Source: an optimization exercise on an open RTL-to-GDS flow (aim: small area). Production flows keep margins and buffers that such runs may drop. Function was checked by simulation only, so behaviour that the tests miss may differ from the original. Power is estimated from default activity; no workload was simulated.

PW:
// display
module display(
	input wire clk,
	input wire user_btn,
	output wire [2:0] rgb_led,
	output wire digit_anode1,
	output wire digit_anode2,
	output wire digit_anode3,
	output wire digit_anode4,
	output wire segmentA,
	output wire segmentB,
	output wire segmentC,
	output wire segmentD,
	output wire segmentE,
	output wire segmentF,
	output wire segmentG
);
Size in the first run: roughly 150 cells after synthesis, about 35 flip-flops, roughly 1300 um2 of cells after synthesis.
==> module display, before the edit <==
module display(
	input wire clk,
	input wire user_btn,
	output wire [2:0] rgb_led,
	output wire digit_anode1,
	output wire digit_anode2,
	output wire digit_anode3,
	output wire digit_anode4,
	output wire segmentA,
	output wire segmentB,
	output wire segmentC,
	output wire segmentD,
	output wire segmentE,
	output wire segmentF,
	output wire segmentG
);
	wire rst = ~user_btn;
	localparam [7:0] TM = 8'haa;
	reg [7:0] ty;
	wire [7:0] tx = ty ^ TM;
	wire t52 = ~|tx[5:2];
	wire tick = tx[6] & t52 & ~tx[1] & ~tx[0];
	wire win = ~tx[7] & ~tx[6] & t52;
	always @(posedge clk)
		ty <= ((rst | tick) ? 8'h00 : {tx[6:0], tx[7] ^ ~(tx[2] & tx[6])}) ^ TM;
	reg [3:0] d;
	wire d_end = d[3] & d[2];       
	wire d_one = d == 4'd1;
	always @(posedge clk) begin
		if (rst | d_end) d <= 0;
		else d <= d + 1'b1;
	end
	reg [1:0] s;
	always @(posedge clk) begin
		if (rst) s <= 0;
		else if (d_end) s <= s + 1'b1;
	end
	reg [3:0] n0, n1y, n2, n3y;
	reg cf;       
	wire [1:0] ph = s + d[1:0];
	wire ones_ent = ph == 2'd0;
	wire thou_ent = ph == 2'd3;
	wire n0_9 = (n0[0] & n0[3]);
	wire n1_9 = (~n1y[0] & ~n1y[3]);
	wire n2_9 = (n2[0] & n2[3]);
	wire n3_9 = (~n3y[0] & ~n3y[3]);
	wire n0_10 = (n0[1] & n0[3]);
	wire lower9 = (ph == 2'd0) | (n0_9 & ((ph == 2'd1) | (n1_9 & ((ph == 2'd2) | n2_9))));
	wire wrap = ones_ent & (tick | win) & n0_10 & ~n3_9;
	wire c_in = tick ? (lower9 & ~wrap) : (win & (ones_ent ? ~wrap : cf));
	wire c_out = c_in & n3_9;
	wire [3:0] n3_inc;
	assign n3_inc[0] = (n3y[0] & n3y[1]) | (n3y[0] & n3y[3]);
	assign n3_inc[1] = (n3y[0] & ~n3y[1] & n3y[3]) | (~n3y[0] & n3y[1] & n3y[3]) | (~n3y[0] & n3y[1] & thou_ent);
	assign n3_inc[2] = (n3y[0] & ~n3y[2]) | (n3y[1] & ~n3y[2]) | (~n3y[0] & ~n3y[1] & n3y[2]);
	assign n3_inc[3] = (~n3y[0] & ~n3y[1] & ~n3y[2]) | (n3y[0] & n3y[1] & ~n3y[3]) | (~n3y[0] & ~n3y[3] & thou_ent);
	always @(posedge clk) begin
		if (rst) begin
			n0 <= 4'h0; n2 <= 4'h0; n3y <= 4'h5;
			cf <= 0;
		end else begin
			n0 <= c_in ? n3_inc : ~n3y;
			n2 <= ~n1y;
			n3y <= ~n2;
			cf <= c_out & ~thou_ent;
		end
		if (rst | wrap) n1y <= 4'hf;
		else n1y <= ~n0;
	end
	wire [3:0] sample;
	assign sample[0] = (n0[0]);
	assign sample[1] = (n0[1]);
	assign sample[2] = (n0[2]);
	assign sample[3] = (n0[3]);
	reg [3:0] l;
	always @(posedge clk) begin
		if (rst) l <= 4'hf;
		else if (d_one) l <= sample;
	end
	wire [6:0] seg;
	decimal_to_7segment_digit conv (l, seg);
	assign rgb_led = 3'b111;
	assign digit_anode4 = ~(s == 2'd0);
	assign digit_anode3 = ~(s == 2'd1);
	assign digit_anode2 = ~(s == 2'd2);
	assign digit_anode1 = ~(s == 2'd3);
	assign {segmentA, segmentB, segmentC, segmentD, segmentE, segmentF, segmentG} = seg;
endmodule
export LEC_CHECK = 0
export CAP_MARGIN = 20
export CORE_MARGIN = 2
export CORE_UTILIZATION = 40
export SLEW_MARGIN = 20
create_clock -name core_clock -period 20.0 [get_ports {clk}]
standard.sh (not shown) runs the stock make flow with config.mk's settings and CLKGATE_MAP_FILE= SYNTH_SCRIPT=/design/flow/synth_recipe.tcl, a recipe that flattens the netlist after the stock synthesis.
==> flow/flow/run.sh <==
#!/bin/bash
# Standard layout, with area-oriented ABC scripts in synthesis (registers
# untouched), smaller port buffers and a smaller clock tree.
set -euo pipefail
W=$PWD
sed -e "s#SYNTH_SCRIPT=[^ ]*#SYNTH_SCRIPT=$W/flow/my_synth.tcl#" standard.sh > my_standard.sh
export MY_FLOW_DIR=$W/flow
export BUFFER_PORTS_ARGS="-buffer_cell sky130_fd_sc_hd__buf_1"
export CTS_ARGS="-sink_clustering_enable -repair_clock_nets -dont_use_dummy_load -buf_list {sky130_fd_sc_hd__clkbuf_2 sky130_fd_sc_hd__clkbuf_4}"
bash my_standard.sh > make_flow.log 2>&1
==> flow/flow/abc_1.script <==
strash
dc2
dc2
dch -f
amap
topo
==> flow/flow/abc_2.script <==
strash
&get -n
&deepsyn -T 10
&put
dch -f
amap
topo
==> flow/flow/abc_3.script <==
strash
&get -n
&deepsyn -T 10 -S 5
&put
dch -f
amap
topo
==> flow/flow/abc_4.script <==
strash
&get -n
&deepsyn -T 10
&put
dch -f
map -a
topo
==> flow/flow/abc_5.script <==
strash
&get -n
&deepsyn -T 10 -S 9
&put
dc2
dch -f
amap
topo
==> flow/flow/my_synth.tcl <==
# The standard flow's synthesis script, with the technology mapping step replaced: ABC
# maps the combinational logic with several area-oriented scripts and the
# smallest result is kept. Registers are not touched.
proc synth {args} { yosys synth -nofsm -noshare {*}$args }
proc extract_fa {args} { }
proc abc {args} {
  set out {}
  set skip 0
  foreach a $args {
    if {$skip} { set skip 0; continue }
    if {$a eq "-script" || $a eq "-D"} { set skip 1; continue }
    lappend out $a
  }
  set libs {}
  foreach lib $::env(LIB_FILES) { lappend libs -liberty $lib }
  yosys design -save pre_abc
  set best -1
  set best_script {}
  set i 0
  foreach script [lsort [glob $::env(MY_FLOW_DIR)/abc_*.script]] {
    incr i
    yosys design -load pre_abc
    yosys abc -script $script {*}$out
    set st_file $::env(RESULTS_DIR)/abc_stat.txt
    yosys tee -q -o $st_file stat {*}$libs
    set fh [open $st_file]
    set st [read $fh]
    close $fh
    regexp {Chip area for module [^:]*: ([0-9.]+)} $st -> area
    puts "MY_ABC $script area $area"
    yosys design -save abc_result_$i
    if {$best < 0 || $area < $best} {
      set best $area
      set best_script $script
      set best_i $i
    }
  }
  puts "MY_ABC best $best_script area $best"
  yosys design -load abc_result_$best_i
}
source $::env(SCRIPTS_DIR)/synth.tcl
# left out here: clear keep_hierarchy, flatten, clean up, hide names made inside functions, write 1_2_yosys.v
> inputs changed (PW -> MS)
-- flow/design.v --
<<< PW, line 31
	reg [7:0] ty;
	wire [7:0] tx = ty ^ TM;
	wire t52 = ~|tx[5:2];
	wire tick = tx[6] & t52 & ~tx[1] & ~tx[0];
	wire win = ~tx[7] & ~tx[6] & t52;
	always @(posedge clk)
		ty <= ((rst | tick) ? 8'h00 : {tx[6:0], tx[7] ^ ~(tx[2] & tx[6])}) ^ TM;
	reg [3:0] d;
	wire d_end = d[3] & d[2];       
>>> MS, line 31
	reg [7:0] ty;
	wire [7:0] tx = ty ^ TM;
	wire tick = ~|tx[6:0];
	wire tz = rst | tick;
	always @(posedge clk)
		ty <= (tz ? 8'h51 : {tx[6:0], tx[7] ^ ~(tx[0] ^ tx[1])}) ^ TM;
	reg [3:0] d;
	wire d_end = d[3] & d[2];       
<<< PW, line 49
	end
	reg [3:0] n0, n1y, n2, n3y;
	reg cf;       
	wire [1:0] ph = s + d[1:0];
	wire ones_ent = ph == 2'd0;
	wire thou_ent = ph == 2'd3;
	wire n0_9 = (n0[0] & n0[3]);
	wire n1_9 = (~n1y[0] & ~n1y[3]);
	wire n2_9 = (n2[0] & n2[3]);
	wire n3_9 = (~n3y[0] & ~n3y[3]);
	wire n0_10 = (n0[1] & n0[3]);
	wire lower9 = (ph == 2'd0) | (n0_9 & ((ph == 2'd1) | (n1_9 & ((ph == 2'd2) | n2_9))));
	wire wrap = ones_ent & (tick | win) & n0_10 & ~n3_9;
	wire c_in = tick ? (lower9 & ~wrap) : (win & (ones_ent ? ~wrap : cf));
	wire c_out = c_in & n3_9;
	wire [3:0] n3_inc;
	assign n3_inc[0] = (n3y[0] & n3y[1]) | (n3y[0] & n3y[3]);
	assign n3_inc[1] = (n3y[0] & ~n3y[1] & n3y[3]) | (~n3y[0] & n3y[1] & n3y[3]) | (~n3y[0] & n3y[1] & thou_ent);
	assign n3_inc[2] = (n3y[0] & ~n3y[2]) | (n3y[1] & ~n3y[2]) | (~n3y[0] & ~n3y[1] & n3y[2]);
	assign n3_inc[3] = (~n3y[0] & ~n3y[1] & ~n3y[2]) | (n3y[0] & n3y[1] & ~n3y[3]) | (~n3y[0] & ~n3y[3] & thou_ent);
	always @(posedge clk) begin
		if (rst) begin
			n0 <= 4'h0; n2 <= 4'h0; n3y <= 4'h5;
			cf <= 0;
		end else begin
			n0 <= c_in ? n3_inc : ~n3y;
			n2 <= ~n1y;
			n3y <= ~n2;
			cf <= c_out & ~thou_ent;
		end
		if (rst | wrap) n1y <= 4'hf;
		else n1y <= ~n0;
	end
	wire [3:0] sample;
	assign sample[0] = (n0[0]);
	assign sample[1] = (n0[1]);
	assign sample[2] = (n0[2]);
	assign sample[3] = (n0[3]);
	reg [3:0] l;
	always @(posedge clk) begin
		if (rst) l <= 4'hf;
		else if (d_one) l <= sample;
	end
>>> MS, line 48
	end
	reg [3:0] n0, n1y, n2, n3y;
	wire [3:0] n1 = ~n1y;
	wire [3:0] n3 = ~n3y;
	reg cf;       
	reg p;        
	wire [1:0] ph = s + d[1:0];
	wire ones_ent = ph == 2'd0;
	wire thou_ent = ph == 2'd3;
	wire step = tick | p;
	wire n0_10 = n0[3] & n0[1];
	wire ones_step = ones_ent & step;
	wire wrap = ones_step & n0_10;
	wire c_in = ones_ent ? (step & ~n0_10) : cf;
	wire n3_9 = n3[3] & n3[0];
	wire c_out = c_in & n3_9;
	wire [3:0] n3_inc;
	assign n3_inc[0] = ~n3[0];
	assign n3_inc[1] = (~n3[0] & n3[1]) | (n3[0] & ~n3[1] & (~n3[3] | thou_ent));
	assign n3_inc[2] = (~n3[0] & n3[2]) | (~n3[1] & n3[2]) | (n3[0] & n3[1] & ~n3[2]);
	assign n3_inc[3] = (n3[0] & n3[1] & n3[2]) | (~n3[0] & n3[3]) | (n3[3] & thou_ent);
	always @(posedge clk) begin
		if (rst) begin
			n0 <= 0; n2 <= 0; n3y <= 4'hf;
			cf <= 0; p <= 0;
		end else begin
			n0 <= c_in ? n3_inc : n3;
			n2 <= n1;
			n3y <= ~n2;
			cf <= c_out & ~thou_ent;
			p <= step & ~ones_ent;
		end
		if (rst | wrap) n1y <= 4'hf;
		else n1y <= ~n0;
	end
	wire lower9 = (s == 2'd0) | (n1[3] & n1[0] & ((s == 2'd1) |
	              (n2[3] & n2[0] & ((s == 2'd2) | (n3_9)))));
	wire corr = p & lower9;
	wire [3:0] n0_inc;
	assign n0_inc[0] = ~n0[0];
	assign n0_inc[1] = (~n0[0] & n0[1]) | (n0[0] & ~n0[1] & ~n0[3]);
	assign n0_inc[2] = (~n0[0] & n0[2]) | (~n0[1] & n0[2]) | (n0[0] & n0[1] & ~n0[2]);
	assign n0_inc[3] = (n0[0] & n0[1] & n0[2]) | (~n0[0] & n0[3]);
	wire [3:0] sample = corr ? n0_inc : n0;
	reg [3:0] l;
	always @(posedge clk) begin
		if (rst) l <= 4'd15;
		else if (d_one) l <= sample;
	end
--- outcome ---
Compare MS and PW | global-route usage higher: MS
Re number of cells in the design after placement: PW was lower than MS.
Compared MS vs PW, and worst setup slack is up in MS.
MS vs. PW: CTS clock-pin slew for the worst setup and hold paths level, tightest slew margin relative to the limit went down 8.6 points, portion of the clock cycle consumed by the worst path in the final layout now smaller, design area climbed 1.6%, total length of routed wires rose about 4%.
Relative to PW, area added between synthesis and finish decreased by 0.17 points in MS.
Total power (lower): PW

[port drivers added, routing unchanged]
The flow's constraints put no driver on any port. The routed layouts listed below were extracted and timed again, unchanged, in two steps.
Step 1: set_driving_cell puts a clkbuf_16 on clk and a buf_2 on each other input, an assumption about the parent block.
Step 2 adds t to the input delays and takes it off the output delays; t is the mean of the earliest and latest rising clock arrival at the registers after step 1. Input paths then give back, and output paths get back, about the clock's delay inside the block.
Slacks: ideal / step 1 / step 2; pairs: ideal / step 1.
run | t (ns) | setup WS [ns] | worst slew at a driven data input, ns
PW | 0.348 | 14.416 / 14.394 / 14.361 | 0.03
MS | 0.349 | 14.585 / 14.564 / 14.315 | 0.03
After both steps every run listed still meets setup and hold. The setup slack of MS, which loses most, moves by -0.021 ns with the drivers and by -0.270 ns with both steps.
